This design comes from an exercise in tuning for small area on the open sky130 flow, not from production work. Where RTL was checked, it was by simulation tests only, not by an equivalence proof against the original. Power figures rest on the tool's default switching activity, not on a simulated workload.

Design cf_hdmi, start of the top module:
module cf_hdmi (
  hdmi_clk,
  rst,
  hdmi_vsync,
  hdmi_hsync,
  hdmi_data_e,
  hdmi_data,
  hdmi_fs_toggle,
  hdmi_raddr_g,
  hdmi_tpm_oos,
  mem_raddr,
  mem_rdata,
  vdma_fs_ret_toggle,
  vdma_fs_waddr,
  up_enable,
  up_tpg_enable,
  up_csc_bypass,
  up_hs_width,
  up_hs_count,
  up_hs_de_min,
  up_hs_de_max,
  up_vs_width,
  up_vs_count,
  up_vs_de_min,
  up_vs_de_max,
  up_cp_en,
  up_cp);
For scale: ~2100 cells after synthesis.
export LEC_CHECK = 0
export CAP_MARGIN = 20
export CORE_MARGIN = 2
export CORE_UTILIZATION = 40
export PLACE_DENSITY = 0.6
export SLEW_MARGIN = 20
create_clock -name core_clock -period 5.0 [get_ports {hdmi_clk}]
standard.sh (not shown) runs the stock make flow with config.mk's settings and CLKGATE_MAP_FILE= SYNTH_SCRIPT=/design/flow/synth_recipe.tcl, a recipe that flattens the netlist after the stock synthesis.
==> flow/flow/run.sh <==
#!/bin/bash
# Own layout flow: the standard synthesis, then an inverter polarity
# clean-up of its netlist around the full adders (flow/polopt.py, registers
# untouched), then the standard layout with the port buffers made from
# the smallest buffer cell and a clock tree with larger sink clusters and no
# dummy loads. Each step's full output goes to its own log file in the work
# folder.
set -euo pipefail
R=orfs/results/sky130hd/cf_hdmi/base
bash standard.sh synth > flow_synth.log 2>&1
cp $R/1_2_yosys.v flow_1_2_yosys_standard.v
python3 flow/polopt.py flow_1_2_yosys_standard.v $R/1_2_yosys.v > flow_polopt.log 2>&1
rm -f $R/1_synth.odb $R/1_synth.sdc
bash standard.sh synth > flow_synth_odb.log 2>&1
bash standard.sh "BUFFER_PORTS_ARGS=-buffer_cell sky130_fd_sc_hd__buf_1" \
  "CTS_ARGS=-sink_clustering_enable -repair_clock_nets -dont_use_dummy_load -sink_clustering_size 24 -sink_clustering_max_diameter 80 -buf_list sky130_fd_sc_hd__clkbuf_16" \
  finish > flow_layout.log 2>&1
Other scripts of this flow, unchanged in this note and not shown: flow/flow/polopt.py
==> next run, changes <==
--- a/flow/flow/run.sh
+++ b/flow/flow/run.sh
@@ -15,3 +15,3 @@
 bash standard.sh "BUFFER_PORTS_ARGS=-buffer_cell sky130_fd_sc_hd__buf_1" \
-  "CTS_ARGS=-sink_clustering_enable -repair_clock_nets -dont_use_dummy_load -sink_clustering_size 24 -sink_clustering_max_diameter 80 -buf_list sky130_fd_sc_hd__clkbuf_16" \
+  "CTS_ARGS=-sink_clustering_enable -repair_clock_nets -dont_use_dummy_load -sink_clustering_size 14 -sink_clustering_max_diameter 60 -buf_list sky130_fd_sc_hd__clkbuf_8" \
   finish > flow_layout.log 2>&1
- CORE_UTILIZATION: 40 -> 60
- PLACE_DENSITY: 0.6 -> 0.75
Final cell count went down by 8.1%. Combinational power is lower by about 1%. Clock-buffer cell count rises by 16. Sequential share of layout area rises by 0.90 points. Total power came out lower by about 4%.
==> next run, changes <==
--- a/flow/flow/run.sh
+++ b/flow/flow/run.sh
@@ -15,3 +15,3 @@
 bash standard.sh "BUFFER_PORTS_ARGS=-buffer_cell sky130_fd_sc_hd__buf_1" \
-  "CTS_ARGS=-sink_clustering_enable -repair_clock_nets -dont_use_dummy_load -sink_clustering_size 14 -sink_clustering_max_diameter 60 -buf_list sky130_fd_sc_hd__clkbuf_8" \
+  "CTS_ARGS=-sink_clustering_enable -repair_clock_nets -dont_use_dummy_load -sink_clustering_size 9 -sink_clustering_max_diameter 45 -buf_list sky130_fd_sc_hd__clkbuf_4" \
   finish > flow_layout.log 2>&1
- CORE_UTILIZATION: 60 -> 40
- PLACE_DENSITY: 0.75 -> 0.6
Clock skew is about the same.
Sequential cell count is unchanged.
Non-clock buffer count goes up by 2.
Synthesized area is unchanged.
Cell area goes up by 1.2%.
Utilization goes down by 22 points.
==> next run, changes <==
--- a/flow/flow/run.sh
+++ b/flow/flow/run.sh
@@ -4,4 +4,5 @@
 # untouched), then the standard layout with the port buffers made from
-# the smallest buffer cell and a clock tree with larger sink clusters and no
-# dummy loads. Each step's full output goes to its own log file in the work
+# the smallest buffer cell, a clock tree with larger sink clusters and no
+# dummy loads, and downsizing of gates off the critical paths after global
+# routing. Each step's full output goes to its own log file in the work
 # folder.
@@ -15,3 +16,4 @@
 bash standard.sh "BUFFER_PORTS_ARGS=-buffer_cell sky130_fd_sc_hd__buf_1" \
-  "CTS_ARGS=-sink_clustering_enable -repair_clock_nets -dont_use_dummy_load -sink_clustering_size 9 -sink_clustering_max_diameter 45 -buf_list sky130_fd_sc_hd__clkbuf_4" \
+  "CTS_ARGS=-sink_clustering_enable -repair_clock_nets -dont_use_dummy_load -sink_clustering_size 14 -sink_clustering_max_diameter 60 -buf_list sky130_fd_sc_hd__clkbuf_8" \
+  RECOVER_POWER=100 \
   finish > flow_layout.log 2>&1
=> This time the run reached the layout checks and failed them: max-capacitance violations, max-slew violations. Non-clock buffer count is unchanged. Wire length hardly moves. Die area is unchanged. Final area is about the same. Global-route usage decreases by 0.16 points. Fmax rose by 0.74%. Sequential share of layout area is about the same.
==> next run, changes <==
--- a/flow/flow/run.sh
+++ b/flow/flow/run.sh
@@ -4,5 +4,4 @@
 # untouched), then the standard layout with the port buffers made from
-# the smallest buffer cell, a clock tree with larger sink clusters and no
-# dummy loads, and downsizing of gates off the critical paths after global
-# routing. Each step's full output goes to its own log file in the work
+# the smallest buffer cell and a clock tree with larger sink clusters and no
+# dummy loads. Each step's full output goes to its own log file in the work
 # folder.
@@ -17,3 +16,2 @@
   "CTS_ARGS=-sink_clustering_enable -repair_clock_nets -dont_use_dummy_load -sink_clustering_size 14 -sink_clustering_max_diameter 60 -buf_list sky130_fd_sc_hd__clkbuf_8" \
-  RECOVER_POWER=100 \
   finish > flow_layout.log 2>&1
- CAP_MARGIN: 20 -> 5
- SLEW_MARGIN: 20 -> 5
The new run finished clean.
Routed wire length hardly moves.
Power is about the same.
Design area is about the same.
Worst hold slack stays flat.
Worst setup slack improves by 0.019 ns.
Fmax is higher by about 0.4%.
Sequential share of layout area came out lower by 0.13 points.
==> next run, changes <==
- CAP_MARGIN: 5 -> 20
- SLEW_MARGIN: 5 -> 20
- power stays the same
- critical path depth is unchanged
- register-to-register slack hardly moves
- worst setup slack stays the same
- sequential power barely changes
- routed wire length stays the same
- final cell count is unchanged
- sequential share of layout area is unchanged

* * *

Starting RTL as in the previous note.
Settings: LEC_CHECK=0, ABC_AREA=1, CAP_MARGIN=20, CORE_MARGIN=2, CORE_UTILIZATION=40, PLACE_DENSITY=0.6, SLEW_MARGIN=20; clock period 5.0 ns.
==> flow/flow/run.sh <==
#!/bin/bash
# Own layout flow: the standard synthesis; an inverter polarity clean-up
# of its netlist around the full and half adders (flow/polopt.py); an
# area-oriented re-mapping of the other gates with ABC (flow/remap.ys,
# flip-flops and adders kept with their names and cells); then the standard flow's
# standard layout with the port buffers made from the smallest buffer cell
# and a clock tree with larger sink clusters and no dummy loads. Each step's
# full output goes to its own log file in the work folder.
set -euo pipefail
R=orfs/results/sky130hd/cf_hdmi/base
YOSYS=${YOSYS_EXE:-$FLOW_HOME/../tools/install/yosys/bin/yosys}
LIB=$FLOW_HOME/platforms/sky130hd/lib/sky130_fd_sc_hd__tt_025C_1v80.lib
bash standard.sh synth > flow_synth.log 2>&1
cp $R/1_2_yosys.v flow_1_2_yosys_standard.v
python3 flow/polopt.py flow_1_2_yosys_standard.v flow_1_2_yosys_pol.v > flow_polopt.log 2>&1
sed "s#LIBFILE#$LIB#g" flow/remap.ys > flow_remap.ys
$YOSYS -s flow_remap.ys > flow_remap.log 2>&1
python3 flow/fixnet.py flow_remap_all.v $R/1_2_yosys.v > flow_fixnet.log 2>&1
rm -f $R/1_synth.odb $R/1_synth.sdc
bash standard.sh synth > flow_synth_odb.log 2>&1
bash standard.sh "BUFFER_PORTS_ARGS=-buffer_cell sky130_fd_sc_hd__buf_1" \
  "CTS_ARGS=-sink_clustering_enable -repair_clock_nets -dont_use_dummy_load -sink_clustering_size 9 -sink_clustering_max_diameter 45 -buf_list sky130_fd_sc_hd__clkbuf_4" \
  finish > flow_layout.log 2>&1
==> flow/flow/abc_area_map.script <==
strash
dch -f
amap -F 2 -A 4
topo
Other scripts of this flow, unchanged in this note and not shown: flow/flow/fixnet.py, flow/flow/polopt.py, flow/flow/remap.ys
The first run went through all stages and came out clean.
Next try:
--- a/flow/flow/run.sh
+++ b/flow/flow/run.sh
@@ -21,3 +21,3 @@
 bash standard.sh "BUFFER_PORTS_ARGS=-buffer_cell sky130_fd_sc_hd__buf_1" \
-  "CTS_ARGS=-sink_clustering_enable -repair_clock_nets -dont_use_dummy_load -sink_clustering_size 9 -sink_clustering_max_diameter 45 -buf_list sky130_fd_sc_hd__clkbuf_4" \
+  "CTS_ARGS=-sink_clustering_enable -repair_clock_nets -dont_use_dummy_load -sink_clustering_size 12 -sink_clustering_max_diameter 50 -buf_list sky130_fd_sc_hd__clkbuf_4" \
   finish > flow_layout.log 2>&1
==> flow/flow/abc_area_map.script (replaced) <==
strash
dch
amap
topo
stime -c
--- a/flow/config.mk
+++ b/flow/config.mk
@@ -7,3 +7,2 @@
 export LEC_CHECK = 0
-export ABC_AREA = 1
 export CAP_MARGIN = 20
Outcome:
- core utilization goes down by 0.11 points
- final area goes up by about 1.8%
- global-route usage goes up by 1.9 points

* * *

the baseline:
Another version of the RTL of cf_hdmi (not shown whole).
For scale: ~2200 cells after synthesis, roughly 260 I/O pins, about 0.027 mm² of cells after synthesis.
export LEC_CHECK = 0
export CAP_MARGIN = 20
export CORE_MARGIN = 2
export CORE_UTILIZATION = 40
export GPL_TIMING_DRIVEN = 0
export PLACE_DENSITY = 0.6
export SLEW_MARGIN = 20
create_clock -name core_clock -period 5.0 [get_ports {hdmi_clk}]
==> flow/flow/run.sh <==
#!/bin/bash
# Own layout flow: the standard synthesis and layout, with the port
# buffers made from the smallest buffer cell, and a clock tree with larger
# sink clusters and no dummy loads. Each step's full output goes to its own
# log file in the work folder.
set -euo pipefail
bash standard.sh synth > flow_synth.log 2>&1
bash standard.sh "BUFFER_PORTS_ARGS=-buffer_cell sky130_fd_sc_hd__buf_1" \
  "CTS_ARGS=-sink_clustering_enable -repair_clock_nets -dont_use_dummy_load -sink_clustering_size 14 -sink_clustering_max_diameter 60 -buf_list sky130_fd_sc_hd__clkbuf_8" \
  finish > flow_layout.log 2>&1
> inputs changed (the baseline -> the candidate)
# the baseline
export LEC_CHECK = 0
export CAP_MARGIN = 20
export CORE_MARGIN = 2
export CORE_UTILIZATION = 40
export GPL_TIMING_DRIVEN = 0
export PLACE_DENSITY = 0.6
export SLEW_MARGIN = 20
create_clock -name core_clock -period 5.0 [get_ports {hdmi_clk}]
# the candidate
export LEC_CHECK = 0
export CAP_MARGIN = 20
export CORE_MARGIN = 2
export CORE_UTILIZATION = 40
export PLACE_DENSITY = 0.6
export SLEW_MARGIN = 20
create_clock -name core_clock -period 5.0 [get_ports {hdmi_clk}]
--- a/flow/flow/run.sh
+++ b/flow/flow/run.sh
@@ -7,4 +7,4 @@
 bash standard.sh synth > flow_synth.log 2>&1
 bash standard.sh "BUFFER_PORTS_ARGS=-buffer_cell sky130_fd_sc_hd__buf_1" \
-  "CTS_ARGS=-sink_clustering_enable -repair_clock_nets -dont_use_dummy_load -sink_clustering_size 14 -sink_clustering_max_diameter 60 -buf_list sky130_fd_sc_hd__clkbuf_8" \
+  "CTS_ARGS=-sink_clustering_enable -repair_clock_nets -dont_use_dummy_load -sink_clustering_size 20 -sink_clustering_max_diameter 80 -buf_list sky130_fd_sc_hd__clkbuf_8" \
   finish > flow_layout.log 2>&1
STATUS minimum period implied by the final worst setup slack: the candidate wins against the baseline
In the candidate the number of fillers in the final layout turned out 111 higher than in the baseline.
The candidate vs the baseline, average wire per standard cell went up by about 0.5%.
On power, the baseline loses to the candidate.
The candidate vs the baseline — net switching power dropped by a few percent
The cell with the largest stage delay on the worst path comes out fa_1 in one run and or4_1 in the other, namely in the candidate and the baseline respectively.
No run of this note included a check of the RTL's function; only the layout flow was run.

re-timing with driven ports:
Ports are ideal in the flow. The routed layouts listed here were re-timed in OpenROAD.
Step 1 assumes that a clkbuf_16 drives the clock port and a buf_2 every other input.
Step 2, shift: input delay + t, output delay - t, t = (earliest + latest rising clock arrival at the registers) / 2. This alone moves slack from input paths to output paths.
Three values: ideal ports, drivers, drivers and shift; two values: the first two.
| run | t (ns) | slack for setup (ns) | worst setup path after step 2 | worst register clock-pin slew, ns | cell pins on the clock port's net |
|---|---|---|---|---|---|
| the first run of note 1 | 0.613 | 0.328 / 0.328 / 0.328 | register to register | 0.10 / 0.10 | 1 |
| the second run of note 1 | 0.693 | 0.252 / 0.252 / 0.252 | register to register | 0.10 / 0.10 | 1 |
| the third run of note 1 | 0.860 | 0.299 / 0.299 / 0.299 | register to register | 0.10 / 0.10 | 1 |
| the fourth run of note 1 | 0.704 | 0.333 / 0.333 / 0.333 | register to register | 0.10 / 0.10 | 1 |
| the fifth run of note 1 | 0.708 | 0.353 / 0.353 / 0.353 | register to register | 0.10 / 0.10 | 1 |
| the sixth run of note 1 | 0.708 | 0.353 / 0.353 / 0.353 | register to register | 0.10 / 0.10 | 1 |
| the first run of note 2 | 0.855 | 0.552 / 0.552 / 0.552 | register to register | 0.10 / 0.10 | 1 |
| the second run of note 2 | 0.847 | 0.391 / 0.391 / 0.391 | register to register | 0.12 / 0.12 | 1 |
| the baseline | 0.692 | 0.181 / 0.181 / 0.181 | register to register | 0.10 / 0.10 | 1 |
| the candidate | 0.695 | 0.253 / 0.253 / 0.253 | register to register | 0.12 / 0.12 | 1 |
